Context: an optimization exercise on an open-source flow, tuned for small area, a short achievable clock period and few clock cycles per item. The choices shown serve that exercise and are no tape-out recipe. No functional check of the RTL was part of any run shown here.

==> flow/design.v (outline; a module is shown in full before it is edited, if it fits) <==
// module mul_op: 1803 lines
module mul_op #(parameter INPUTS = 2,
		parameter OUTPUTS = 1,
		parameter DATA_IN_SIZE = 32,
		parameter DATA_OUT_SIZE = 32)
		(
		input clk,
		input rst,
		input [INPUTS * (DATA_IN_SIZE)- 1 : 0]data_in_bus,
		input [INPUTS - 1 : 0]valid_in_bus,
		output [INPUTS - 1 : 0] ready_in_bus,
		output [OUTPUTS * (DATA_OUT_SIZE) - 1 : 0]data_out_bus,
		output [OUTPUTS - 1 : 0]valid_out_bus,
		input 	[OUTPUTS - 1 : 0] ready_out_bus
);
  // ...
==> flow/run.sh <==
#!/bin/bash
# synth_recipe.tcl (not shown) runs the flow's synth.tcl, then flattens the netlist and writes it again
# the make line also repeats each setting of config.mk as NAME=value (left out here)
make -C /OpenROAD-flow-scripts/flow DESIGN_CONFIG=/design/flow/config.mk WORK_HOME=/design/flow/orfs CLKGATE_MAP_FILE= SYNTH_SCRIPT=/design/flow/synth_recipe.tcl finish
==> flow/config.mk <==
export PLATFORM = sky130hd
export DESIGN_NAME = mul_op
export DESIGN_NICKNAME = mul_op
export VERILOG_FILES = /design/flow/design.v
export SDC_FILE = /design/flow/constraint.sdc
export NUM_CORES = 4
export LEC_CHECK = 0
export CAP_MARGIN = 20
export CORE_MARGIN = 2
export CORE_UTILIZATION = 40
export SETUP_SLACK_MARGIN = 4
export SLEW_MARGIN = 20
==> flow/constraint.sdc <==
create_clock -name core_clock -period 8.0 [get_ports {clk}]
set_input_delay 1.6000 -clock core_clock [delete_from_list [all_inputs] [get_ports {clk}]]
set_output_delay 1.6000 -clock core_clock [all_outputs]
set_load 0.01 [all_outputs]
==> results.txt, run 1 <==
In this design, the largest share of critical-path delay is due to adder cells. inv_1 is the most common cell in the netlist. The path with the worst hold slack has its endpoint at v[1].

Setup repair after global routing could not meet its margin everywhere. The final net count is 3,103. The fraction of post-synthesis cell area in the top cell type by area came out at approximately 26%. The final worst hold slack is approximately 440 ps. The critical path goes through inv_1 -> fa_1 -> inv_1 -> fa_2 -> fa_1 -> ha_4 -> and3_4 -> nand2_4 -> buf_4 -> nor3_2 -> a221oi_4 -> a41o_4 -> or3b_4 -> a311oi_2 -> xnor2_1. The multiplexer share of the synthesized area came out at less than 1%. The post-synth design cell area is 23,260 sq um. By count the netlist is led by 298 x inv_1, 295 x a21oi_1, 293 x nor2_1. The global-route wire length before repair came out at 115.2 mm.

The number of top-level pins came out at 104. Headroom to the max-slew limit came out at between 30% and 40%. The fraction of registers with async set or reset after synthesis came out at 0.9950%. After Yosys synthesis, XOR and XNOR cells account for 5.142% of the synthesized area.

Setup slack on the critical path of the routed design comes to 3737 ps. The top cell types in the final layout, fill and taps aside, are 290 x a21oi_1, 284 x nor2_1, 278 x nand2_1, 270 x inv_1, 199 x edfxtp_1.

In this run the top signal layer used is met4. The run finished with no timing, DRC or antenna violations. CTS saw roughly 200 sinks. By area, the combinational part of the netlist is dominated by compound AO/OA/AOI/OAI gates. The sum of negative setup slack is 0 ps. The worst register-to-register path has a setup slack of 3740 ps. The layout buffering overhead excluding clock cells came out at 8.432%. The post-cts gate resize count is 194. In this run the worst path has a maximum fanout of 5.
==> run 2, diff against run 1 <==
--- a/flow/design.v
+++ b/flow/design.v
@@ -7,26 +7,25 @@
 		input rst,
 		input [INPUTS * (DATA_IN_SIZE)- 1 : 0]data_in_bus,
 		input [INPUTS - 1 : 0]valid_in_bus,
 		output [INPUTS - 1 : 0] ready_in_bus,
 		output [OUTPUTS * (DATA_OUT_SIZE) - 1 : 0]data_out_bus,
 		output [OUTPUTS - 1 : 0]valid_out_bus,
 		input 	[OUTPUTS - 1 : 0] ready_out_bus
 );
-  localparam L = 2;
-  reg [L-1:0] v;
-  wire ce = ~v[L-1] | ready_out_bus[0];
+  reg v;
+  wire ce = ~v | ready_out_bus[0];
   assign ready_in_bus[0] = valid_in_bus[1] & ce;
   assign ready_in_bus[1] = valid_in_bus[0] & ce;
   wire join_valid = valid_in_bus[0] & valid_in_bus[1];
   always @(posedge clk, posedge rst)
     if (rst) v <= 0;
-    else if (ce) v <= {v[L-2:0], join_valid};
-  assign valid_out_bus[0] = v[L-1];
+    else if (ce) v <= join_valid;
+  assign valid_out_bus[0] = v;
   wire [31:0] a_s = data_in_bus[31:0];
   wire [31:0] b_s = data_in_bus[63:32];
   wire one0;
   wire two0;
   wire neg0;
   wire pp0_0;
   wire pp0_1;
   wire pp0_2;
@@ -603,17 +602,16 @@
   wire s257;
   wire c258;
   wire s259;
   wire c260;
   wire s261;
   wire c262;
   wire s263;
   wire c264;
-  reg [166:0] rL3;
   wire s265;
   wire c266;
   wire s267;
   wire c268;
   wire s269;
   wire c270;
   wire s271;
   wire c272;
@@ -1404,126 +1402,126 @@
   assign s257 = c124 ^ c126 ^ c128;
   assign c258 = (c124 & c126) | (c124 & c128) | (c126 & c128);
   assign s259 = s137 ^ s139 ^ s141;
   assign c260 = (s137 & s139) | (s137 & s141) | (s139 & s141);
   assign s261 = s143 ^ c32 ^ c130;
   assign c262 = (s143 & c32) | (s143 & c130) | (c32 & c130);
   assign s263 = c132 ^ c134 ^ c136;
   assign c264 = (c132 & c134) | (c132 & c136) | (c134 & c136);
-  assign s265 = rL3[15] ^ rL3[16];
-  assign c266 = rL3[15] & rL3[16];
-  assign s267 = rL3[20] ^ rL3[21];
-  assign c268 = rL3[20] & rL3[21];
-  assign s269 = rL3[24] ^ rL3[25] ^ rL3[26];
-  assign c270 = (rL3[24] & rL3[25]) | (rL3[24] & rL3[26]) | (rL3[25] & rL3[26]);
-  assign s271 = rL3[27] ^ rL3[28];
-  assign c272 = rL3[27] & rL3[28];
-  assign s273 = rL3[30] ^ rL3[31] ^ rL3[32];
-  assign c274 = (rL3[30] & rL3[31]) | (rL3[30] & rL3[32]) | (rL3[31] & rL3[32]);
-  assign s275 = rL3[33] ^ rL3[34];
-  assign c276 = rL3[33] & rL3[34];
-  assign s277 = rL3[35] ^ rL3[36] ^ rL3[37];
-  assign c278 = (rL3[35] & rL3[36]) | (rL3[35] & rL3[37]) | (rL3[36] & rL3[37]);
-  assign s279 = rL3[38] ^ rL3[39] ^ rL3[40];
-  assign c280 = (rL3[38] & rL3[39]) | (rL3[38] & rL3[40]) | (rL3[39] & rL3[40]);
-  assign s281 = rL3[41] ^ rL3[42] ^ rL3[43];
-  assign c282 = (rL3[41] & rL3[42]) | (rL3[41] & rL3[43]) | (rL3[42] & rL3[43]);
-  assign s283 = rL3[44] ^ rL3[45] ^ rL3[46];
-  assign c284 = (rL3[44] & rL3[45]) | (rL3[44] & rL3[46]) | (rL3[45] & rL3[46]);
-  assign s285 = rL3[47] ^ rL3[48] ^ rL3[49];
-  assign c286 = (rL3[47] & rL3[48]) | (rL3[47] & rL3[49]) | (rL3[48] & rL3[49]);
-  assign s287 = rL3[50] ^ rL3[51] ^ rL3[52];
-  assign c288 = (rL3[50] & rL3[51]) | (rL3[50] & rL3[52]) | (rL3[51] & rL3[52]);
-  assign s289 = rL3[53] ^ rL3[54] ^ rL3[55];
-  assign c290 = (rL3[53] & rL3[54]) | (rL3[53] & rL3[55]) | (rL3[54] & rL3[55]);
-  assign s291 = rL3[56] ^ rL3[57] ^ rL3[58];
-  assign c292 = (rL3[56] & rL3[57]) | (rL3[56] & rL3[58]) | (rL3[57] & rL3[58]);
-  assign s293 = rL3[59] ^ rL3[60] ^ rL3[61];
-  assign c294 = (rL3[59] & rL3[60]) | (rL3[59] & rL3[61]) | (rL3[60] & rL3[61]);
-  assign s295 = rL3[62] ^ rL3[63] ^ rL3[64];
-  assign c296 = (rL3[62] & rL3[63]) | (rL3[62] & rL3[64]) | (rL3[63] & rL3[64]);
-  assign s297 = rL3[65] ^ rL3[66] ^ rL3[67];
-  assign c298 = (rL3[65] & rL3[66]) | (rL3[65] & rL3[67]) | (rL3[66] & rL3[67]);
-  assign s299 = rL3[68] ^ rL3[69] ^ rL3[70];
-  assign c300 = (rL3[68] & rL3[69]) | (rL3[68] & rL3[70]) | (rL3[69] & rL3[70]);
-  assign s301 = rL3[71] ^ rL3[72] ^ rL3[73];
-  assign c302 = (rL3[71] & rL3[72]) | (rL3[71] & rL3[73]) | (rL3[72] & rL3[73]);
-  assign s303 = rL3[74] ^ rL3[75] ^ rL3[76];
-  assign c304 = (rL3[74] & rL3[75]) | (rL3[74] & rL3[76]) | (rL3[75] & rL3[76]);
-  assign s305 = rL3[77] ^ rL3[78] ^ rL3[79];
-  assign c306 = (rL3[77] & rL3[78]) | (rL3[77] & rL3[79]) | (rL3[78] & rL3[79]);
-  assign s307 = rL3[80] ^ rL3[81] ^ rL3[82];
-  assign c308 = (rL3[80] & rL3[81]) | (rL3[80] & rL3[82]) | (rL3[81] & rL3[82]);
-  assign s309 = rL3[83] ^ rL3[84] ^ rL3[85];
-  assign c310 = (rL3[83] & rL3[84]) | (rL3[83] & rL3[85]) | (rL3[84] & rL3[85]);
-  assign s311 = rL3[86] ^ rL3[87] ^ rL3[88];
-  assign c312 = (rL3[86] & rL3[87]) | (rL3[86] & rL3[88]) | (rL3[87] & rL3[88]);
-  assign s313 = rL3[89] ^ rL3[90] ^ rL3[91];
-  assign c314 = (rL3[89] & rL3[90]) | (rL3[89] & rL3[91]) | (rL3[90] & rL3[91]);
-  assign s315 = rL3[92] ^ rL3[93] ^ rL3[94];
-  assign c316 = (rL3[92] & rL3[93]) | (rL3[92] & rL3[94]) | (rL3[93] & rL3[94]);
-  assign s317 = rL3[95] ^ rL3[96] ^ rL3[97];
-  assign c318 = (rL3[95] & rL3[96]) | (rL3[95] & rL3[97]) | (rL3[96] & rL3[97]);
-  assign s319 = rL3[98] ^ rL3[99] ^ rL3[100];
-  assign c320 = (rL3[98] & rL3[99]) | (rL3[98] & rL3[100]) | (rL3[99] & rL3[100]);
-  assign s321 = rL3[101] ^ rL3[102] ^ rL3[103];
-  assign c322 = (rL3[101] & rL3[102]) | (rL3[101] & rL3[103]) | (rL3[102] & rL3[103]);
-  assign s323 = rL3[104] ^ rL3[105] ^ rL3[106];
-  assign c324 = (rL3[104] & rL3[105]) | (rL3[104] & rL3[106]) | (rL3[105] & rL3[106]);
-  assign s325 = rL3[107] ^ rL3[108] ^ rL3[109];
-  assign c326 = (rL3[107] & rL3[108]) | (rL3[107] & rL3[109]) | (rL3[108] & rL3[109]);
-  assign s327 = rL3[110] ^ rL3[111] ^ rL3[112];
-  assign c328 = (rL3[110] & rL3[111]) | (rL3[110] & rL3[112]) | (rL3[111] & rL3[112]);
-  assign s329 = rL3[113] ^ rL3[114] ^ rL3[115];
-  assign c330 = (rL3[113] & rL3[114]) | (rL3[113] & rL3[115]) | (rL3[114] & rL3[115]);
-  assign s331 = rL3[116] ^ rL3[117] ^ rL3[118];
-  assign c332 = (rL3[116] & rL3[117]) | (rL3[116] & rL3[118]) | (rL3[117] & rL3[118]);
-  assign s333 = rL3[119] ^ rL3[120] ^ rL3[121];
-  assign c334 = (rL3[119] & rL3[120]) | (rL3[119] & rL3[121]) | (rL3[120] & rL3[121]);
-  assign s335 = rL3[122] ^ rL3[123] ^ rL3[124];
-  assign c336 = (rL3[122] & rL3[123]) | (rL3[122] & rL3[124]) | (rL3[123] & rL3[124]);
-  assign s337 = rL3[125] ^ rL3[126] ^ rL3[127];
-  assign c338 = (rL3[125] & rL3[126]) | (rL3[125] & rL3[127]) | (rL3[126] & rL3[127]);
-  assign s339 = rL3[128] ^ rL3[129] ^ rL3[130];
-  assign c340 = (rL3[128] & rL3[129]) | (rL3[128] & rL3[130]) | (rL3[129] & rL3[130]);
-  assign s341 = rL3[131] ^ rL3[132] ^ rL3[133];
-  assign c342 = (rL3[131] & rL3[132]) | (rL3[131] & rL3[133]) | (rL3[132] & rL3[133]);
-  assign s343 = rL3[134] ^ rL3[135] ^ rL3[136];
-  assign c344 = (rL3[134] & rL3[135]) | (rL3[134] & rL3[136]) | (rL3[135] & rL3[136]);
-  assign s345 = rL3[137] ^ rL3[138] ^ rL3[139];
-  assign c346 = (rL3[137] & rL3[138]) | (rL3[137] & rL3[139]) | (rL3[138] & rL3[139]);
-  assign s347 = rL3[140] ^ rL3[141] ^ rL3[142];
-  assign c348 = (rL3[140] & rL3[141]) | (rL3[140] & rL3[142]) | (rL3[141] & rL3[142]);
-  assign s349 = rL3[143] ^ rL3[144] ^ rL3[145];
-  assign c350 = (rL3[143] & rL3[144]) | (rL3[143] & rL3[145]) | (rL3[144] & rL3[145]);
-  assign s351 = rL3[146] ^ rL3[147] ^ rL3[148];
-  assign c352 = (rL3[146] & rL3[147]) | (rL3[146] & rL3[148]) | (rL3[147] & rL3[148]);
-  assign s353 = rL3[149] ^ rL3[150] ^ rL3[151];
-  assign c354 = (rL3[149] & rL3[150]) | (rL3[149] & rL3[151]) | (rL3[150] & rL3[151]);
-  assign s355 = rL3[152] ^ rL3[153] ^ rL3[154];
-  assign c356 = (rL3[152] & rL3[153]) | (rL3[152] & rL3[154]) | (rL3[153] & rL3[154]);
-  assign s357 = rL3[155] ^ rL3[156] ^ rL3[157];
-  assign c358 = (rL3[155] & rL3[156]) | (rL3[155] & rL3[157]) | (rL3[156] & rL3[157]);
-  assign s359 = rL3[158] ^ rL3[159] ^ rL3[160];
-  assign c360 = (rL3[158] & rL3[159]) | (rL3[158] & rL3[160]) | (rL3[159] & rL3[160]);
-  assign s361 = rL3[161] ^ rL3[162] ^ rL3[163];
-  assign c362 = (rL3[161] & rL3[162]) | (rL3[161] & rL3[163]) | (rL3[162] & rL3[163]);
-  assign s363 = rL3[164] ^ rL3[165] ^ rL3[166];
-  assign c364 = (rL3[164] & rL3[165]) | (rL3[164] & rL3[166]) | (rL3[165] & rL3[166]);
-  assign s365 = rL3[8] ^ rL3[9];
-  assign c366 = rL3[8] & rL3[9];
-  assign s367 = rL3[12] ^ rL3[13];
-  assign c368 = rL3[12] & rL3[13];
-  assign s369 = s265 ^ rL3[17] ^ rL3[18];
-  assign c370 = (s265 & rL3[17]) | (s265 & rL3[18]) | (rL3[17] & rL3[18]);
-  assign s371 = s267 ^ rL3[22] ^ rL3[23];
-  assign c372 = (s267 & rL3[22]) | (s267 & rL3[23]) | (rL3[22] & rL3[23]);
-  assign s373 = s269 ^ s271 ^ rL3[29];
-  assign c374 = (s269 & s271) | (s269 & rL3[29]) | (s271 & rL3[29]);
+  assign s265 = pp0_6 ^ pp1_4;
+  assign c266 = pp0_6 & pp1_4;
+  assign s267 = pp0_7 ^ pp1_5;
+  assign c268 = pp0_7 & pp1_5;
+  assign s269 = pp0_8 ^ pp1_6 ^ pp2_4;
+  assign c270 = (pp0_8 & pp1_6) | (pp0_8 & pp2_4) | (pp1_6 & pp2_4);
+  assign s271 = pp3_2 ^ pp4_0;
+  assign c272 = pp3_2 & pp4_0;
+  assign s273 = pp0_9 ^ pp1_7 ^ pp2_5;
+  assign c274 = (pp0_9 & pp1_7) | (pp0_9 & pp2_5) | (pp1_7 & pp2_5);
+  assign s275 = pp3_3 ^ pp4_1;
+  assign c276 = pp3_3 & pp4_1;
+  assign s277 = s145 ^ pp2_6 ^ pp3_4;
+  assign c278 = (s145 & pp2_6) | (s145 & pp3_4) | (pp2_6 & pp3_4);
+  assign s279 = pp4_2 ^ pp5_0 ^ neg5;
+  assign c280 = (pp4_2 & pp5_0) | (pp4_2 & neg5) | (pp5_0 & neg5);
+  assign s281 = s147 ^ pp2_7 ^ pp3_5;
+  assign c282 = (s147 & pp2_7) | (s147 & pp3_5) | (pp2_7 & pp3_5);
+  assign s283 = pp4_3 ^ pp5_1 ^ c146;
+  assign c284 = (pp4_3 & pp5_1) | (pp4_3 & c146) | (pp5_1 & c146);
+  assign s285 = s149 ^ s151 ^ pp5_2;
+  assign c286 = (s149 & s151) | (s149 & pp5_2) | (s151 & pp5_2);
+  assign s287 = pp6_0 ^ neg6 ^ c148;
+  assign c288 = (pp6_0 & neg6) | (pp6_0 & c148) | (neg6 & c148);
+  assign s289 = s153 ^ s155 ^ pp5_3;
+  assign c290 = (s153 & s155) | (s153 & pp5_3) | (s155 & pp5_3);
+  assign s291 = pp6_1 ^ c150 ^ c152;
+  assign c292 = (pp6_1 & c150) | (pp6_1 & c152) | (c150 & c152);
+  assign s293 = s157 ^ s159 ^ s161;
+  assign c294 = (s157 & s159) | (s157 & s161) | (s159 & s161);
+  assign s295 = neg7 ^ c154 ^ c156;
+  assign c296 = (neg7 & c154) | (neg7 & c156) | (c154 & c156);
+  assign s297 = s163 ^ s165 ^ s167;
+  assign c298 = (s163 & s165) | (s163 & s167) | (s165 & s167);
+  assign s299 = c158 ^ c160 ^ c162;
+  assign c300 = (c158 & c160) | (c158 & c162) | (c160 & c162);
+  assign s301 = s169 ^ s171 ^ s173;
+  assign c302 = (s169 & s171) | (s169 & s173) | (s171 & s173);
+  assign s303 = c164 ^ c166 ^ c168;
+  assign c304 = (c164 & c166) | (c164 & c168) | (c166 & c168);
+  assign s305 = s175 ^ s177 ^ s179;
+  assign c306 = (s175 & s177) | (s175 & s179) | (s177 & s179);
+  assign s307 = c170 ^ c172 ^ c174;
+  assign c308 = (c170 & c172) | (c170 & c174) | (c172 & c174);
+  assign s309 = s181 ^ s183 ^ s185;
+  assign c310 = (s181 & s183) | (s181 & s185) | (s183 & s185);
+  assign s311 = c176 ^ c178 ^ c180;
+  assign c312 = (c176 & c178) | (c176 & c180) | (c178 & c180);
+  assign s313 = s187 ^ s189 ^ s191;
+  assign c314 = (s187 & s189) | (s187 & s191) | (s189 & s191);
+  assign s315 = c182 ^ c184 ^ c186;
+  assign c316 = (c182 & c184) | (c182 & c186) | (c184 & c186);
+  assign s317 = s193 ^ s195 ^ s197;
+  assign c318 = (s193 & s195) | (s193 & s197) | (s195 & s197);
+  assign s319 = c188 ^ c190 ^ c192;
+  assign c320 = (c188 & c190) | (c188 & c192) | (c190 & c192);
+  assign s321 = s199 ^ s201 ^ s203;
+  assign c322 = (s199 & s201) | (s199 & s203) | (s201 & s203);
+  assign s323 = c194 ^ c196 ^ c198;
+  assign c324 = (c194 & c196) | (c194 & c198) | (c196 & c198);
+  assign s325 = s205 ^ s207 ^ s209;
+  assign c326 = (s205 & s207) | (s205 & s209) | (s207 & s209);
+  assign s327 = c200 ^ c202 ^ c204;
+  assign c328 = (c200 & c202) | (c200 & c204) | (c202 & c204);
+  assign s329 = s211 ^ s213 ^ s215;
+  assign c330 = (s211 & s213) | (s211 & s215) | (s213 & s215);
+  assign s331 = c206 ^ c208 ^ c210;
+  assign c332 = (c206 & c208) | (c206 & c210) | (c208 & c210);
+  assign s333 = s217 ^ s219 ^ s221;
+  assign c334 = (s217 & s219) | (s217 & s221) | (s219 & s221);
+  assign s335 = c212 ^ c214 ^ c216;
+  assign c336 = (c212 & c214) | (c212 & c216) | (c214 & c216);
+  assign s337 = s223 ^ s225 ^ s227;
+  assign c338 = (s223 & s225) | (s223 & s227) | (s225 & s227);
+  assign s339 = c218 ^ c220 ^ c222;
+  assign c340 = (c218 & c220) | (c218 & c222) | (c220 & c222);
+  assign s341 = s229 ^ s231 ^ s233;
+  assign c342 = (s229 & s231) | (s229 & s233) | (s231 & s233);
+  assign s343 = c224 ^ c226 ^ c228;
+  assign c344 = (c224 & c226) | (c224 & c228) | (c226 & c228);
+  assign s345 = s235 ^ s237 ^ s239;
+  assign c346 = (s235 & s237) | (s235 & s239) | (s237 & s239);
+  assign s347 = c230 ^ c232 ^ c234;
+  assign c348 = (c230 & c232) | (c230 & c234) | (c232 & c234);
+  assign s349 = s241 ^ s243 ^ s245;
+  assign c350 = (s241 & s243) | (s241 & s245) | (s243 & s245);
+  assign s351 = c236 ^ c238 ^ c240;
+  assign c352 = (c236 & c238) | (c236 & c240) | (c238 & c240);
+  assign s353 = s247 ^ s249 ^ s251;
+  assign c354 = (s247 & s249) | (s247 & s251) | (s249 & s251);
+  assign s355 = c242 ^ c244 ^ c246;
+  assign c356 = (c242 & c244) | (c242 & c246) | (c244 & c246);
+  assign s357 = s253 ^ s255 ^ s257;
+  assign c358 = (s253 & s255) | (s253 & s257) | (s255 & s257);
+  assign s359 = c248 ^ c250 ^ c252;
+  assign c360 = (c248 & c250) | (c248 & c252) | (c250 & c252);
+  assign s361 = s259 ^ s261 ^ s263;
+  assign c362 = (s259 & s261) | (s259 & s263) | (s261 & s263);
+  assign s363 = c254 ^ c256 ^ c258;
+  assign c364 = (c254 & c256) | (c254 & c258) | (c256 & c258);
+  assign s365 = pp0_4 ^ pp1_2;
+  assign c366 = pp0_4 & pp1_2;
+  assign s367 = pp0_5 ^ pp1_3;
+  assign c368 = pp0_5 & pp1_3;
+  assign s369 = s265 ^ pp2_2 ^ pp3_0;
+  assign c370 = (s265 & pp2_2) | (s265 & pp3_0) | (pp2_2 & pp3_0);
+  assign s371 = s267 ^ pp2_3 ^ pp3_1;
+  assign c372 = (s267 & pp2_3) | (s267 & pp3_1) | (pp2_3 & pp3_1);
+  assign s373 = s269 ^ s271 ^ neg4;
+  assign c374 = (s269 & s271) | (s269 & neg4) | (s271 & neg4);
   assign s375 = s273 ^ s275 ^ c270;
   assign c376 = (s273 & s275) | (s273 & c270) | (s275 & c270);
   assign s377 = s277 ^ s279 ^ c274;
   assign c378 = (s277 & s279) | (s277 & c274) | (s279 & c274);
   assign s379 = s281 ^ s283 ^ c278;
   assign c380 = (s281 & s283) | (s281 & c278) | (s283 & c278);
   assign s381 = s285 ^ s287 ^ c282;
   assign c382 = (s285 & s287) | (s285 & c282) | (s287 & c282);
@@ -1560,26 +1558,26 @@
   assign s413 = s349 ^ s351 ^ c346;
   assign c414 = (s349 & s351) | (s349 & c346) | (s351 & c346);
   assign s415 = s353 ^ s355 ^ c350;
   assign c416 = (s353 & s355) | (s353 & c350) | (s355 & c350);
   assign s417 = s357 ^ s359 ^ c354;
   assign c418 = (s357 & s359) | (s357 & c354) | (s359 & c354);
   assign s419 = s361 ^ s363 ^ c358;
   assign c420 = (s361 & s363) | (s361 & c358) | (s363 & c358);
-  assign s421 = rL3[3] ^ rL3[4];
-  assign c422 = rL3[3] & rL3[4];
-  assign s423 = rL3[6] ^ rL3[7];
-  assign c424 = rL3[6] & rL3[7];
-  assign s425 = s365 ^ rL3[10] ^ rL3[11];
-  assign c426 = (s365 & rL3[10]) | (s365 & rL3[11]) | (rL3[10] & rL3[11]);
-  assign s427 = s367 ^ rL3[14] ^ c366;
-  assign c428 = (s367 & rL3[14]) | (s367 & c366) | (rL3[14] & c366);
-  assign s429 = s369 ^ rL3[19] ^ c368;
-  assign c430 = (s369 & rL3[19]) | (s369 & c368) | (rL3[19] & c368);
+  assign s421 = pp0_2 ^ pp1_0;
+  assign c422 = pp0_2 & pp1_0;
+  assign s423 = pp0_3 ^ pp1_1;
+  assign c424 = pp0_3 & pp1_1;
+  assign s425 = s365 ^ pp2_0 ^ neg2;
+  assign c426 = (s365 & pp2_0) | (s365 & neg2) | (pp2_0 & neg2);
+  assign s427 = s367 ^ pp2_1 ^ c366;
+  assign c428 = (s367 & pp2_1) | (s367 & c366) | (pp2_1 & c366);
+  assign s429 = s369 ^ neg3 ^ c368;
+  assign c430 = (s369 & neg3) | (s369 & c368) | (neg3 & c368);
   assign s431 = s371 ^ c266 ^ c370;
   assign c432 = (s371 & c266) | (s371 & c370) | (c266 & c370);
   assign s433 = s373 ^ c268 ^ c372;
   assign c434 = (s373 & c268) | (s373 & c372) | (c268 & c372);
   assign s435 = s375 ^ c272 ^ c374;
   assign c436 = (s375 & c272) | (s375 & c374) | (c272 & c374);
   assign s437 = s377 ^ c276 ^ c376;
   assign c438 = (s377 & c276) | (s377 & c376) | (c276 & c376);
@@ -1620,184 +1618,15 @@
   assign s473 = s413 ^ c348 ^ c412;
   assign c474 = (s413 & c348) | (s413 & c412) | (c348 & c412);
   assign s475 = s415 ^ c352 ^ c414;
   assign c476 = (s415 & c352) | (s415 & c414) | (c352 & c414);
   assign s477 = s417 ^ c356 ^ c416;
   assign c478 = (s417 & c356) | (s417 & c416) | (c356 & c416);
   assign s479 = s419 ^ c360 ^ c418;
   assign c480 = (s419 & c360) | (s419 & c418) | (c360 & c418);
-  wire [31:0] x0 = {s479, s477, s475, s473, s471, s469, s467, s465, s463, s461, s459, s457, s455, s453, s451, s449, s447, s445, s443, s441, s439, s437, s435, s433, s431, s429, s427, s425, s423, s421, rL3[2], rL3[0]};
-  wire [31:0] x1 = {c478, c476, c474, c472, c470, c468, c466, c464, c462, c460, c458, c456, c454, c452, c450, c448, c446, c444, c442, c440, c438, c436, c434, c432, c430, c428, c426, c424, c422, rL3[5], 1'b0, rL3[1]};
+  wire [31:0] x0 = {s479, s477, s475, s473, s471, s469, s467, s465, s463, s461, s459, s457, s455, s453, s451, s449, s447, s445, s443, s441, s439, s437, s435, s433, s431, s429, s427, s425, s423, s421, pp0_1, pp0_0};
+  wire [31:0] x1 = {c478, c476, c474, c472, c470, c468, c466, c464, c462, c460, c458, c456, c454, c452, c450, c448, c446, c444, c442, c440, c438, c436, c434, c432, c430, c428, c426, c424, c422, neg1, 1'b0, neg0};
   wire [31:0] prod = x0 + x1;
-  always @(posedge clk) if (ce) begin
-    rL3[0] <= pp0_0;
-    rL3[1] <= neg0;
-    rL3[2] <= pp0_1;
-    rL3[3] <= pp0_2;
-    rL3[4] <= pp1_0;
-    rL3[5] <= neg1;
-    rL3[6] <= pp0_3;
-    rL3[7] <= pp1_1;
-    rL3[8] <= pp0_4;
-    rL3[9] <= pp1_2;
-    rL3[10] <= pp2_0;
-    rL3[11] <= neg2;
-    rL3[12] <= pp0_5;
-    rL3[13] <= pp1_3;
-    rL3[14] <= pp2_1;
-    rL3[15] <= pp0_6;
-    rL3[16] <= pp1_4;
-    rL3[17] <= pp2_2;
-    rL3[18] <= pp3_0;
-    rL3[19] <= neg3;
-    rL3[20] <= pp0_7;
-    rL3[21] <= pp1_5;
-    rL3[22] <= pp2_3;
-    rL3[23] <= pp3_1;
-    rL3[24] <= pp0_8;
-    rL3[25] <= pp1_6;
-    rL3[26] <= pp2_4;
-    rL3[27] <= pp3_2;
-    rL3[28] <= pp4_0;
-    rL3[29] <= neg4;
-    rL3[30] <= pp0_9;
-    rL3[31] <= pp1_7;
-    rL3[32] <= pp2_5;
-    rL3[33] <= pp3_3;
-    rL3[34] <= pp4_1;
-    rL3[35] <= s145;
-    rL3[36] <= pp2_6;
-    rL3[37] <= pp3_4;
-    rL3[38] <= pp4_2;
-    rL3[39] <= pp5_0;
-    rL3[40] <= neg5;
-    rL3[41] <= s147;
-    rL3[42] <= pp2_7;
-    rL3[43] <= pp3_5;
-    rL3[44] <= pp4_3;
-    rL3[45] <= pp5_1;
-    rL3[46] <= c146;
-    rL3[47] <= s149;
-    rL3[48] <= s151;
-    rL3[49] <= pp5_2;
-    rL3[50] <= pp6_0;
-    rL3[51] <= neg6;
-    rL3[52] <= c148;
-    rL3[53] <= s153;
-    rL3[54] <= s155;
-    rL3[55] <= pp5_3;
-    rL3[56] <= pp6_1;
-    rL3[57] <= c150;
-    rL3[58] <= c152;
-    rL3[59] <= s157;
-    rL3[60] <= s159;
-    rL3[61] <= s161;
-    rL3[62] <= neg7;
-    rL3[63] <= c154;
-    rL3[64] <= c156;
-    rL3[65] <= s163;
-    rL3[66] <= s165;
-    rL3[67] <= s167;
-    rL3[68] <= c158;
-    rL3[69] <= c160;
-    rL3[70] <= c162;
-    rL3[71] <= s169;
-    rL3[72] <= s171;
-    rL3[73] <= s173;
-    rL3[74] <= c164;
-    rL3[75] <= c166;
-    rL3[76] <= c168;
-    rL3[77] <= s175;
-    rL3[78] <= s177;
-    rL3[79] <= s179;
-    rL3[80] <= c170;
-    rL3[81] <= c172;
-    rL3[82] <= c174;
-    rL3[83] <= s181;
-    rL3[84] <= s183;
-    rL3[85] <= s185;
-    rL3[86] <= c176;
-    rL3[87] <= c178;
-    rL3[88] <= c180;
-    rL3[89] <= s187;
-    rL3[90] <= s189;
-    rL3[91] <= s191;
-    rL3[92] <= c182;
-    rL3[93] <= c184;
-    rL3[94] <= c186;
-    rL3[95] <= s193;
-    rL3[96] <= s195;
-    rL3[97] <= s197;
-    rL3[98] <= c188;
-    rL3[99] <= c190;
-    rL3[100] <= c192;
-    rL3[101] <= s199;
-    rL3[102] <= s201;
-    rL3[103] <= s203;
-    rL3[104] <= c194;
-    rL3[105] <= c196;
-    rL3[106] <= c198;
-    rL3[107] <= s205;
-    rL3[108] <= s207;
-    rL3[109] <= s209;
-    rL3[110] <= c200;
-    rL3[111] <= c202;
-    rL3[112] <= c204;
-    rL3[113] <= s211;
-    rL3[114] <= s213;
-    rL3[115] <= s215;
-    rL3[116] <= c206;
-    rL3[117] <= c208;
-    rL3[118] <= c210;
-    rL3[119] <= s217;
-    rL3[120] <= s219;
-    rL3[121] <= s221;
-    rL3[122] <= c212;
-    rL3[123] <= c214;
-    rL3[124] <= c216;
-    rL3[125] <= s223;
-    rL3[126] <= s225;
-    rL3[127] <= s227;
-    rL3[128] <= c218;
-    rL3[129] <= c220;
-    rL3[130] <= c222;
-    rL3[131] <= s229;
-    rL3[132] <= s231;
-    rL3[133] <= s233;
-    rL3[134] <= c224;
-    rL3[135] <= c226;
-    rL3[136] <= c228;
-    rL3[137] <= s235;
-    rL3[138] <= s237;
-    rL3[139] <= s239;
-    rL3[140] <= c230;
-    rL3[141] <= c232;
-    rL3[142] <= c234;
-    rL3[143] <= s241;
-    rL3[144] <= s243;
-    rL3[145] <= s245;
-    rL3[146] <= c236;
-    rL3[147] <= c238;
-    rL3[148] <= c240;
-    rL3[149] <= s247;
-    rL3[150] <= s249;
-    rL3[151] <= s251;
-    rL3[152] <= c242;
-    rL3[153] <= c244;
-    rL3[154] <= c246;
-    rL3[155] <= s253;
-    rL3[156] <= s255;
-    rL3[157] <= s257;
-    rL3[158] <= c248;
-    rL3[159] <= c250;
-    rL3[160] <= c252;
-    rL3[161] <= s259;
-    rL3[162] <= s261;
-    rL3[163] <= s263;
-    rL3[164] <= c254;
-    rL3[165] <= c256;
-    rL3[166] <= c258;
-  end
   reg [31:0] p_reg;
   always @(posedge clk) if (ce) p_reg <= prod;
   assign data_out_bus[31:0] = p_reg;
 endmodule
==> flow/config.mk (replaced) <==
export PLATFORM = sky130hd
export DESIGN_NAME = mul_op
export DESIGN_NICKNAME = mul_op
export VERILOG_FILES = /design/flow/design.v
export SDC_FILE = /design/flow/constraint.sdc
export NUM_CORES = 4
export LEC_CHECK = 0
export CAP_MARGIN = 20
export CORE_MARGIN = 2
export CORE_UTILIZATION = 40
export SLEW_MARGIN = 20
==> run 2 against run 1 <==
  * Maximum frequency down 44%
  * Register-to-register slack improved by 2900 ps
  * Count of clock-buffer cells in the layout decreased by 24
  * Die area decreased by 27%
  * Utilization decreased by 0.78 points
  * Via count down 15%
  * Hold slack improved by 600 ps
  * First-iteration DRC count fell by 7.2%
  * Critical endpoint unchanged
  * Largest cell class unchanged
  * Highest routed layer is now met5
==> results.txt, run 2 <==
The data arrival time at the worst-slack endpoint is 7700 ps (was 4560 ps). The gate count of the mapped netlist is 2,374 (was 2,856). The startpoint kind of the worst setup timing path is an input pin (was flop). The later-pin clock latency in the skew report came out at 290 ps (was 560 ps). The area of the core region is 41,760 sq um (was 57,590 sq um).

The fraction of post-synthesis cell area in the top cell type by area is 22.31% (was 25.69%). The max-capacitance violation count came out at 0 (unchanged). The largest net degree at the start of global routing is 71 (was 85).

The initial core utilization is 40.40% (was 40.39%). The predominant post-synthesis flop cell is edfxtp_1 (unchanged). The slew of the pin with the lowest slew margin came out at 843.5 ps (was 1002 ps). The shortest clock period the worst path allows after layout is 7665 ps (was 4263 ps).

The number of max-slew violations in the final report is 0 (unchanged). The headroom to the max-slew limit came to 43.77% (was 33.19%). The CTS H-tree depth is 2 (was 1).

The total number of placement rows is 75 (was 88). The sequential cell area fraction in the yosys report was 5.845% (was 25.91%). The post-synthesis sequential element count is 33 (was 201). The net count after synthesis is 2,691 (was 3,176).

The data required time of the worst path is 8040 ps (was 8300 ps). The fraction of registers with async set or reset after synthesis is 3.030% (was 0.9950%). The worst-path cell with the longest stage delay is clkdlybuf4s50_1 (was fa_1). The final net count came out at 2,689 (was 3,103). The combined global-route utilization of all metal layers is 29.49% (was 24.81%). The HPWL after detailed placement is 50.64 mm (was 51.33 mm). The clock tree from TritonCTS is done (unchanged). The type of the worst setup path is input pin to flop (was flop to flop).

The count of final setup violators is 0 (unchanged). The adder-cell area share of the yosys netlist came to 29.08% (was 22.68%). The library cell used as clock root buffer is clkbuf_16 (unchanged). The flip-flop count of the largest register after layout came out at 32 (was 167). The chip height is 209.4 microns (was 245.2 microns). The number of antenna violations at the first check in global routing came out at 1 (was 0). The sum of negative setup slack is 0 ps (unchanged). The depth of the worst register-to-register path came out at 1 (was 15).

The synthesized-area fraction occupied by xor and xnor cells is 6.757% (was 5.142%). The global-route wire length before repair is 100.6 mm (was 115.2 mm). The number of antenna repair diodes is 0 (unchanged). The area added between synthesis and finish is 13.40% (was 15.34%). The routed wire length is 65.19 mm (was 77.24 mm). Crit path cell chain: clkdlybuf4s50_1 -> and2_1 -> nor2_1 -> a211oi_1 -> o21ai_0 -> fa_1 -> fa_1 -> fa_1 -> fa_1 -> fa_1 -> inv_1 -> fa_1 -> xor2_1 -> xnor2_1 -> xnor2_1 -> xnor2_1 -> xnor2_1 -> xnor3_1 -> xnor3_1 -> xnor2_1 (was inv_1 -> fa_1 -> inv_1 -> fa_2 -> fa_1 -> ha_4 -> and3_4 -> nand2_4 -> buf_4 -> nor3_2 -> a221oi_4 -> a41o_4 -> or3b_4 -> a311oi_2 -> xnor2_1). The width of the die is 209.4 microns (was 245.2 microns). The final design utilization came to 45.81% (was 46.59%).

The total iterations of the first detailed-routing run came out at 6 (was 9). The buffer depth of the longest clock path is 2 (was 3). The distinct cell type count of the synthesized netlist is 66 (was 65). The register cell area after layout is 985.9 sq um (was 6026 sq um). The remaining design rule violation count came out at 0 (unchanged). The final worst hold slack came to 1045 ps (was 442.6 ps).

The count of filler cells inserted in the layout came out at 4,226 (was 5,416). The buffer count from post-CTS setup fixing is 0 (was 43). The share of synthesized cell area in and, or, nand and nor gates was 14.69% (was 11.76%). The total congestion overflow after global routing came out at 0 (unchanged).

The number of hold violations in the final report was 0 (unchanged). Most frequent cells in the layout: 284 x nor2_1, 253 x a21oi_1, 201 x inv_1, 188 x fa_1, 180 x nand2_1 (was 290 x a21oi_1, 284 x nor2_1, 278 x nand2_1, 270 x inv_1, 199 x edfxtp_1). The via total after detailed routing came to 17,930 (was 20,990). The worst clock skew is 3.552 ps (was 38.13 ps). The number of flops mapped to enable cells by yosys came out at 32 (was 199). The average footprint of a synthesized cell came out at 7.106 sq um (was 8.145 sq um).

The area of the die is 43,830 sq um (was 60,100 sq um). The delay of the slowest cell on the worst path is 690 ps (was 490 ps). The most frequent cell on the critical path is fa_1. The count of warnings emitted by yosys came to 1 (unchanged). The maximum fanout encountered on the critical timing path came out at 6 (was 5). The worst min-delay path category was flop to flop (unchanged). The number of DRC violations after detailed-routing iteration 0 is 2,166 (was 2,335). Run status: no timing/DRC/antenna violations (unchanged).

The final period utilization came out at 95.81% (was 53.29%). The combinational family with the most area after synthesis is compound AO/OA/AOI/OAI gates (unchanged). The clock slew seen by the registers of the worst setup and hold paths came out at 60 ps (about the same). The post-synth design cell area came out at 16,870 sq um (was 23,260 sq um). The multiplexer share of the synthesized area came out at 0.5785% (was 0.2367%). The most frequent cell after synthesis is nor2_1 (was inv_1). The area taken by multi-input logic gates is 14,080 sq um (was 15,510 sq um). The post-route antenna net violation count came out at 0 (unchanged). The most frequent standard cell in the layout excluding fill and tap cells is nor2_1 (was a21oi_1). The via count of the first global-routing pass is 16,850 (was 19,140). The compound-gate portion of the synthesized area came to 31.99% (was 24.39%). The peak clock frequency supported by timing is 0.1305 GHz (was 0.2346 GHz). Unrepaired setup endpoints after global routing: no (was yes).

The per-cell routed wire length is 22.39 microns (was 21.65 microns). The routability congestion estimate came out at 1.009 (was 0.8779). The mean number of vias per cell came out at 6.158 (was 5.883). The cell type contributing the most total cell area after synthesis was fa_1 (was edfxtp_1).

The cell count of the worst hold path is 2 (unchanged). The type of element capturing the critical path was a flop (unchanged). Dominant cells by area after synthesis: fa_1 22%, a21oi_1 7.5%, nor2_1 6.4% (was edfxtp_1 26%, fa_1 16%, a21oi_1 6.3%). The share of post-route cells with drive strength above 1 is 10.03% (was 11.78%). The count of input and output buffers came to 103 (unchanged). The number of top-level pins was 104 (unchanged).

The number of buffers created by CTS came out at 5 (was 26). The clock sink count is 33 (was 201).

Leading post-synthesis cells by instance count: 288 x nor2_1, 253 x a21oi_1, 236 x clkbuf_1 (was 298 x inv_1, 295 x a21oi_1, 293 x nor2_1).
run 2: cell count changes after synthesis, moves of 16 or more:
cell	previous run	this run
o21ai_0	207	141
o22ai_1	95	123
nand2_1	286	182
inv_1	298	201
maj3_1	70	39
a21oi_1	295	253
buf_1	68	49
a22oi_1	49	67
o31ai_1	19	1
xnor2_1	90	68
edfxtp_1	199	32
a221oi_1	65	108
a211oi_1	98	49
nor2b_1	9	25
run 2: logic make-up (layout without fill, tap and decap cells):
group / Yosys count / after routing
flops: 33 / 33
xor+xnor: 127 / 127
fa+ha+maj: 287 / 287
buf+inv: 495 / 494
simple gates: 585 / 585
compound gates: 838 / 838
mux: 9 / 9
run 2: path summary, 6_finish.rpt:
path	from	endpoint	slack, ps
worst min register to register	v	v	1050
max in group asynchronous	rst	v	6460
worst max register to register	v	p_reg[26]	6610
worst max-delay path	data_in_bus[46]	p_reg[31]	340
worst min-delay path	v	v	1050
min in group asynchronous	rst	v	1450
run 2: area by class of cell:
cell class	count	area share [%]
Clock buffer	6	0.6737
Sequential cell	33	5.154
Tap cell	539	3.525
Multi-Input combinational cell	1846	73.60
Inverter	205	4.022
Clock inverter	2	0.05233
Timing Repair Buffer	281	12.97
run 2: per-layer routing:
layer / share of wire (%) / GRT usage, % / up-vias
met3: 8.9 / 4.594 / 142
met4: 5.0 / 13.23 / 2
met2: 44 / 46.40 / 938
li1: - / - / 8271
met1: 42 / 40.07 / 8578
met5: 0.017 / 0 / -
run 2: worst max-delay path, delay by kind of cell:
kind	cells	cell delay, ps
fa+ha+maj	6	2950
xor+xnor	8	1690
buf+inv	2	740
simple gates	2	390
compound gates	2	320
run 2: what timing repair did:
| item | 4_1_cts | 5_1_grt |
|---|---|---|
| gates resized for setup | 0 | 18 |
| hold buffers | 0 | 0 |
| endpoints found under the setup margin | 0 | 6 |
run 2: metrics by stage:
| step | cell area, sq um | setup slack (ps) | cells |
|---|---|---|---|
| global route | 19130 | 39.15 | 2912 |
| detailed placement | 18920 | -190.0 | 2904 |
| CTS | 19060 | 84.41 | 2912 |
| floorplan | 16870 | 502.3 | 2374 |
| global placement | 18920 | -71.94 | 2904 |
| finish | 19130 | 335.1 | 2912 |
==> run 3, diff against run 2 <==
--- a/flow/config.mk
+++ b/flow/config.mk
@@ -8,4 +8,5 @@
 export CAP_MARGIN = 20
 export CORE_MARGIN = 2
 export CORE_UTILIZATION = 40
+export SETUP_SLACK_MARGIN = 3
 export SLEW_MARGIN = 20
==> run 3 against run 2 <==
  * Still clean on timing, DRC and antenna
  * Synthesized cell count did not move
  * Utilization grew 6.3 points
  * Critical path type unchanged
  * Largest cell class unchanged
==> results.txt, run 3 <==
Run status: no timing/DRC/antenna violations (unchanged). The CTS H-tree depth is 2 (unchanged). The number of max-slew violations in the final report came out at 0 (unchanged). The HPWL after detailed placement is 50.41 mm (was 50.64 mm). The share of post-route cells with drive strength above 1 came out at 22.50% (was 10.03%).

The data required time of the worst path came out at 8040 ps (about the same). The final cell count without fillers came to 3,023 (was 2,912). Crit path cell chain: buf_8 -> buf_8 -> buf_4 -> nor2_4 -> a211oi_1 -> o21ai_2 -> fa_2 -> fa_1 -> fa_1 -> fa_1 -> fa_1 -> inv_2 -> fa_2 -> xor2_2 -> xnor2_1 -> xnor2_1 -> xnor2_1 -> xnor2_1 -> xnor3_1 -> xnor3_2 -> xnor2_1 (was clkdlybuf4s50_1 -> and2_1 -> nor2_1 -> a211oi_1 -> o21ai_0 -> fa_1 -> fa_1 -> fa_1 -> fa_1 -> fa_1 -> inv_1 -> fa_1 -> xor2_1 -> xnor2_1 -> xnor2_1 -> xnor2_1 -> xnor2_1 -> xnor3_1 -> xnor3_1 -> xnor2_1). The area of all placed cells without fillers is 21,750 sq um (was 19,130 sq um).

The net count after synthesis is 2,691 (unchanged). The peak clock frequency supported by timing is 0.1439 GHz (was 0.1305 GHz). The via total after detailed routing is 18,670 (was 17,930). The worst slack after detailed placement is 2.392 ps (was -190.0 ps). The type of element capturing the critical path is a flop (unchanged).

The global-route wire length before repair is 105.4 mm (was 100.6 mm). The clock sink count is 33 (unchanged). The maximum fanout encountered on the critical timing path is 6 (unchanged). The gate count of the mapped netlist came out at 2,374 (unchanged). The number of antenna repair diodes was 0 (unchanged). The adder-cell area share of the yosys netlist came to 29.08% (unchanged).

The area of the die is 43,830 sq um (unchanged). The routed wire length is 68.86 mm (was 65.19 mm). The number of buffers created by CTS came to 5 (unchanged). Most frequent cells in the layout: 274 x nor2_1, 238 x a21oi_1, 212 x buf_4, 190 x inv_1, 173 x nand2_1 (was 284 x nor2_1, 253 x a21oi_1, 201 x inv_1, 188 x fa_1, 180 x nand2_1).

The top cell family by delay on the critical path was adder cells (unchanged). The post-route worst setup slack came out at 1050 ps (was 335.1 ps). The post-route antenna net violation count came out at 0 (unchanged). The number of hold violations in the final report is 0 (unchanged).

The max-capacitance violation count is 0 (unchanged). The total number of placement rows is 75 (unchanged). The end point of the worst hold path is v (unchanged). The final worst hold slack is 850.7 ps (was 1045 ps). The later-pin clock latency in the skew report was 290 ps (about the same). The width of the die was 209.4 microns (unchanged).

The cell count of the worst hold path was 2 (unchanged). Dominant cells by area after synthesis: fa_1 22%, a21oi_1 7.5%, nor2_1 6.4% (unchanged). The share of synthesized cell area in and, or, nand and nor gates came out at 14.69% (unchanged). The fraction of post-synthesis cell area in the top cell type by area is 22.31% (unchanged).

The combined global-route utilization of all metal layers came out at 30.90% (was 29.49%). The launching point of the worst reg2reg path is v (unchanged). The quantity of hold-fixing buffers added after cts came to 0 (unchanged).

The total iterations of the first detailed-routing run is 6 (unchanged). The predominant post-synthesis flop cell is edfxtp_1 (unchanged). The area added between synthesis and finish was 28.96% (was 13.40%). Unrepaired setup endpoints after global routing: yes (was no).

The number of flops mapped to enable cells by yosys came out at 32 (unchanged). The cell type contributing the most total cell area after synthesis is fa_1 (unchanged). The shortest clock period the worst path allows after layout is 6950 ps (was 7665 ps). The count of final setup violators came out at 0 (unchanged).

The most frequent cell after synthesis is nor2_1 (unchanged). The final net count is 2,800 (was 2,689). The worst clock skew came out at 7.479 ps (was 3.552 ps). The end of the worst register-to-register path is p_reg[23] (was p_reg[26]). The remaining design rule violation count is 0 (unchanged). The sum of negative setup slack is 0 ps (unchanged). The buffer depth of the longest clock path is 2 (unchanged). The startpoint kind of the worst setup timing path is an input pin (unchanged). The multiplexer share of the synthesized area is 0.5785% (unchanged).

The number of antenna violations at the first check in global routing is 0 (was 1). The initial core utilization is 40.40% (unchanged). The combinational family with the most area after synthesis is compound AO/OA/AOI/OAI gates (unchanged). The library cell used as clock root buffer was clkbuf_16 (unchanged). The routability congestion estimate is 0.9463 (was 1.009). The slew of the pin with the lowest slew margin came out at 788.8 ps (was 843.5 ps).

The area of the core region is 41,760 sq um (unchanged). The most frequent cell on the critical path was xnor2_1 (was fa_1). The count of filler cells inserted in the layout came out at 3,965 (was 4,226). The flip-flop count of the largest register after layout is 32 (unchanged). The per-cell routed wire length is 22.78 microns (was 22.39 microns). The type of the worst setup path is input pin to flop (unchanged). The count of input and output buffers was 103 (unchanged). The flop-to-flop setup slack is 6830 ps (was 6610 ps). The average footprint of a synthesized cell is 7.106 sq um (unchanged).

The total congestion overflow after global routing is 0 (unchanged). The final design utilization came to 52.10% (was 45.81%). The final period utilization is 86.87% (was 95.81%). The most frequent standard cell in the layout excluding fill and tap cells is nor2_1 (unchanged). The clock slew seen by the registers of the worst setup and hold paths is 60 ps (about the same).

The critical hold path startpoint is v (unchanged). The area after detailed placement is 19,310 sq um (was 18,920 sq um). The fraction of registers with async set or reset after synthesis came out at 3.030% (unchanged). The depth of the worst register-to-register path came out at 1 (unchanged).

The mean number of vias per cell is 6.175 (was 6.158). The data arrival time at the worst-slack endpoint came out at 6990 ps (was 7700 ps). The worst-path cell with the longest stage delay is fa_1 (was clkdlybuf4s50_1).

The number of DRC violations after detailed-routing iteration 0 was 2,167 (was 2,166). The count of warnings emitted by yosys is 1 (unchanged). The post-synth design cell area was 16,870 sq um (unchanged). The headroom to the max-slew limit is 47.36% (was 43.77%). The sum of buffers and inverters on the critical path is 4 (was 2). The largest net degree at the start of global routing came out at 58 (was 71). The post-synthesis sequential element count is 33 (unchanged). The sequential cell area fraction in the yosys report came to 5.845% (unchanged). The chip height came to 209.4 microns (unchanged). The distinct cell type count of the synthesized netlist came to 66 (unchanged).

Leading post-synthesis cells by instance count: 288 x nor2_1, 253 x a21oi_1, 236 x clkbuf_1 (unchanged). The total instance count after detailed placement came out at 2,900 (was 2,904). The via count of the first global-routing pass came out at 17,590 (was 16,850). The compound-gate portion of the synthesized area is 31.99% (unchanged).

The delay of the slowest cell on the worst path is 600 ps (was 690 ps). The clock tree from TritonCTS was done (unchanged). The number of top-level pins came out at 104 (unchanged). The worst min-delay path category is flop to flop (unchanged). The synthesized-area fraction occupied by xor and xnor cells came to 6.757% (unchanged).
==> run 3: cell counts after synthesis <==
Identical to the previous run, type by type.
==> run 3: cell type report <==
| cell class | count | area [sq um] | share of cell area, % |
|---|---|---|---|
| sequential | 33 | 985.9 | 4.532 |
| inverter | 205 | 789.5 | 3.629 |
| multi-input combinational | 1851 | 15370 | 70.64 |
| clock buffer | 8 | 146.4 | 0.6729 |
| timing repair buffer | 387 | 3790 | 17.42 |
| tap | 539 | 674.4 | 3.100 |
==> run 3: logic make-up (layout without fill, tap and decap cells) <==
| logic type | count (synthesis) | in the layout |
|---|---|---|
| flops | 33 | 33 |
| xor+xnor | 127 | 127 |
| simple gates | 585 | 590 |
| fa+ha+maj | 287 | 287 |
| compound gates | 838 | 838 |
| mux | 9 | 9 |
| buf+inv | 495 | 600 |
==> run 3: how the worst max path moves through the flow <==
stage                               start        end  slack, ps  cells past startpoint
after global placement    data_in_bus[36]  p_reg[31]         30                     23
after floorplan           data_in_bus[35]  p_reg[31]       1020                     22
after global routing      data_in_bus[44]  p_reg[31]        850                     22
final                     data_in_bus[34]  p_reg[31]       1050                     21
after CTS                 data_in_bus[34]  p_reg[31]       1020                     21
after detailed placement  data_in_bus[36]  p_reg[31]          2                     23
==> run 3: routing by layer <==
metal	vias up	wire [microns]	global-route usage, %
li1	8506	-	-
met1	9052	28660	41.67
met2	959	31550	50.17
met3	149	4995	2.589
met4	0	3663	14.98
met5	-	0	0
==> run 3: what timing repair did <==
action / CTS / global route
pin swaps: 98 / 56
gates resized for setup: 356 / 86
endpoints found under the hold margin: 0 / 0
cloned: 12 / 2
endpoints found under the setup margin: 28 / 26
setup buffers: 79 / 22
==> run 3: tightest hold or removal path, stage by stage, from the launching register on <==
cell,delay [ps]
dfrtp_1,390
nand2b_4,290
nand2_1,140

what the ideal ports hide:
The results above use ideal ports. As a check the final layouts listed here were re-extracted and re-timed, cells and wires unchanged.
Step 1 sets driving cells, clkbuf_16 on the clock port and buf_2 on the other inputs (assumed; they add their load-dependent delay and slew).
Step 2, shift: input delay + t, output delay - t, t = (earliest + latest rising clock arrival at the registers) / 2. This alone moves slack from input paths to output paths.
Slacks: no drivers / after step 1 / after step 2; pairs: no drivers / after step 1.
| run | shift t [ns] | setup WS [ns] | worst setup path at the end | slew at the worst register clock pin (ns) | cell pins on the clock port's net |
|---|---|---|---|---|---|
| run 1 | 0.609 | 3.737 / 3.737 / 3.449 | input to register | 0.07 / 0.07 | 1 |
| run 2 | 0.325 | 0.335 / 0.334 / 0.009 | input to register | 0.06 / 0.06 | 1 |
| run 3 | 0.333 | 1.050 / 1.048 / 0.715 | input to register | 0.06 / 0.06 | 1 |
After both steps setup and hold are still met in every run listed. The setup slack of run 3, which loses most, moves by -0.002 ns with the drivers and by -0.335 ns with both steps.
